Source: an optimization exercise on an open RTL-to-GDS flow (aim: small area). Production flows keep margins and buffers that such runs may drop.
The RTL was checked by simulation tests, not by an equivalence proof against the original design.

==> flow/design.v (excerpt) <==
module tx_dds (
  input           clk,
  input           dac_dds_format,
  input           dac_data_sync,
  input           dac_valid,
  input   [15:0]  tone_1_scale,
  input   [15:0]  tone_2_scale,
  input   [15:0]  tone_1_init_offset,
  input   [15:0]  tone_2_init_offset,
  input   [15:0]  tone_1_freq_word,
  input   [15:0]  tone_2_freq_word,
  output  [11:0]  dac_dds_data
);
  reg         sync_m;
  reg         sync_pulse;
  reg  [15:0] incr_0;
  reg  [15:0] incr_1;
  reg  [15:0] phase_0;
  reg  [15:0] phase_1;
  wire [15:0] phase_0_s;
  wire [15:0] phase_1_s;
  dds_phase_add i_add_0 (.a (phase_0), .b (incr_0), .s (phase_0_s));
  dds_phase_add i_add_1 (.a (phase_1), .b (incr_1), .s (phase_1_s));
  always @(posedge clk) begin
    sync_m <= dac_data_sync;
    sync_pulse <= sync_m & ~dac_data_sync;
    incr_0 <= tone_1_freq_word;
    incr_1 <= tone_2_freq_word;
    if (dac_data_sync) begin
      phase_0 <= 16'd0;
      phase_1 <= 16'd0;
    end else if (sync_pulse) begin
      phase_0 <= tone_1_init_offset;
      phase_1 <= tone_2_init_offset;
    end else if (dac_valid) begin
      phase_0 <= phase_0_s;
      phase_1 <= phase_1_s;
    end
  end
  wire zero = dac_data_sync | sync_pulse;
  wire [13:0] sine_0;
  wire [13:0] sine_1;
  wire [15:0] scale_0;
  wire [15:0] scale_1;
  dds_tone i_tone_0 (.clk (clk), .zero (zero), .phase (phase_0[15:3]),
                     .scale (tone_1_scale), .sine (sine_0), .scale_d (scale_0));
  dds_tone i_tone_1 (.clk (clk), .zero (zero), .phase (phase_1[15:3]),
                     .scale (tone_2_scale), .sine (sine_1), .scale_d (scale_1));
  wire [13:0] qa_s;
  wire [13:0] qb_s;
  dds_mul2 i_mul (.a0 (sine_0), .b0 (scale_0), .a1 (sine_1), .b1 (scale_1),
                  .qa (qa_s), .qb (qb_s));
  reg  [13:0] qa;
  reg  [13:0] qb;
  reg  [13:0] sum;
  always @(posedge clk) begin
    qa <= qa_s;
    qb <= qb_s;
  end
  wire [13:0] sum_s;
  dds_rca #(.W(14)) i_sum (.a (qa), .b (qb), .ci (1'b0), .s (sum_s));
  always @(posedge clk) sum <= sum_s;
  wire [11:0] rnd;
  dds_rca #(.W(12)) i_rnd (.a (sum[13:2]), .b (12'd0), .ci (sum[13] & (sum[1] | sum[0])), .s (rnd));
  reg  [12*6-1:0] dly;
  reg  [11:0] fmt;
  reg  [11:0] out;
  always @(posedge clk) begin
    dly <= {dly[12*5-1:0], rnd};
    fmt <= {dly[12*6-1] ^ dac_dds_format, dly[12*6-2:12*5]};
    out <= fmt;
  end
  assign dac_dds_data = out;
  ...
Size: about 4100 cells after synthesis, ~780 flip-flops, ~0.043 mm2 of cells after synthesis.
Settings: LEC_CHECK=0, ABC_AREA=1, CAP_MARGIN=5, CORE_MARGIN=2, CORE_UTILIZATION=60, SLEW_MARGIN=5; clock period 7.0 ns.
standard.sh (not shown) runs the stock make flow with config.mk's settings and CLKGATE_MAP_FILE= SYNTH_SCRIPT=/design/flow/synth_recipe.tcl, a recipe that flattens the netlist after the stock synthesis.
==> flow/flow/run.sh <==
#!/bin/bash
# Layout with the standard flow (standard.sh), unchanged synthesis, with
# two placement/CTS options set through ORFS's own variables:
#  - port buffers use the smallest buffer (buf_1) instead of clkdlybuf4s50_1;
#  - clock tree with clkbuf_8 and larger sink clusters, without dummy loads.
set -euo pipefail
cd "$(dirname "$0")/.."
bash standard.sh synth > synth.log 2>&1
export BUFFER_PORTS_ARGS="-buffer_cell sky130_fd_sc_hd__buf_1"
export CTS_ARGS="-sink_clustering_enable -repair_clock_nets -dont_use_dummy_load -buf_list sky130_fd_sc_hd__clkbuf_8 -sink_clustering_size 22 -sink_clustering_max_diameter 50"
bash standard.sh > layout.log 2>&1
Next try:
==> flow/flow/run.sh (replaced) <==
#!/bin/bash
# Layout with the standard flow (standard.sh), unchanged synthesis, with
# two placement/CTS options set through ORFS's own variables:
#  - port buffers use the smallest buffer (buf_1) instead of clkdlybuf4s50_1;
#  - clock tree with clkbuf_16 and larger sink clusters, without dummy loads.
set -euo pipefail
cd "$(dirname "$0")/.."
bash standard.sh synth > synth.log 2>&1
export BUFFER_PORTS_ARGS="-buffer_cell sky130_fd_sc_hd__buf_1"
export CTS_ARGS="-sink_clustering_enable -repair_clock_nets -dont_use_dummy_load -buf_list sky130_fd_sc_hd__clkbuf_16 -sink_clustering_size 30 -sink_clustering_max_diameter 60"
bash standard.sh > layout.log 2>&1
Settings changed: CAP_MARGIN 5 to 20, SLEW_MARGIN 5 to 20.
Via count hardly moves.
Hold slack gains 0.030 ns.
Global-route usage hardly moves.
Sequential share of layout area came out lower by 0.18 points.
Core utilization increases by 0.33 points.
Worst setup slack loses 0.017 ns.
Next try:
==> flow/flow/run.sh (replaced) <==
#!/bin/bash
# Layout with the standard flow (standard.sh), unchanged synthesis, with
# two placement/CTS options set through ORFS's own variables:
#  - port buffers use the smallest buffer (buf_1) instead of clkdlybuf4s50_1;
#  - clock tree with clkbuf_8 and larger sink clusters, without dummy loads.
set -euo pipefail
cd "$(dirname "$0")/.."
bash standard.sh synth > synth.log 2>&1
export BUFFER_PORTS_ARGS="-buffer_cell sky130_fd_sc_hd__buf_1"
export CTS_ARGS="-sink_clustering_enable -repair_clock_nets -dont_use_dummy_load -buf_list sky130_fd_sc_hd__clkbuf_8 -sink_clustering_size 20 -sink_clustering_max_diameter 50"
bash standard.sh > layout.log 2>&1
Settings changed: CAP_MARGIN 20 to 5, SLEW_MARGIN 20 to 5.
After rerunning: Flip-flop and latch count stays the same. Synthesized area is unchanged. Cell count went up by 0.53%. Worst hold slack got worse by 0.031 ns. Worst setup slack got worse by 0.012 ns.

==> afterwards: timing with drivers on the ports <==
In the flow no input, the clock included, has a driving cell. The finished layouts below were timed again as built, in two steps.
Step 1 (the two cells are an assumption about what drives the block):
set clk [get_ports {clk}]
set_driving_cell -lib_cell sky130_fd_sc_hd__clkbuf_16 $clk
set_driving_cell -lib_cell sky130_fd_sc_hd__buf_2 [delete_from_list [all_inputs] $clk]
Step 2 adds t to the input delays and takes it off the output delays; t is the mean of the earliest and latest rising clock arrival at the registers after step 1. Input paths then give back, and output paths get back, about the clock's delay inside the block.
a / b / c = no drivers / after step 1 / after step 2; a / b = the first two.
run	t (ns)	setup WS [ns]	worst data-port slew with drivers (ns)
the first run	0.721	0.298 / 0.298 / 0.298	0.05
the second run	0.660	0.281 / 0.281 / 0.281	0.05
the third run	0.710	0.269 / 0.269 / 0.269	0.05
After both steps every run listed still meets setup and hold.
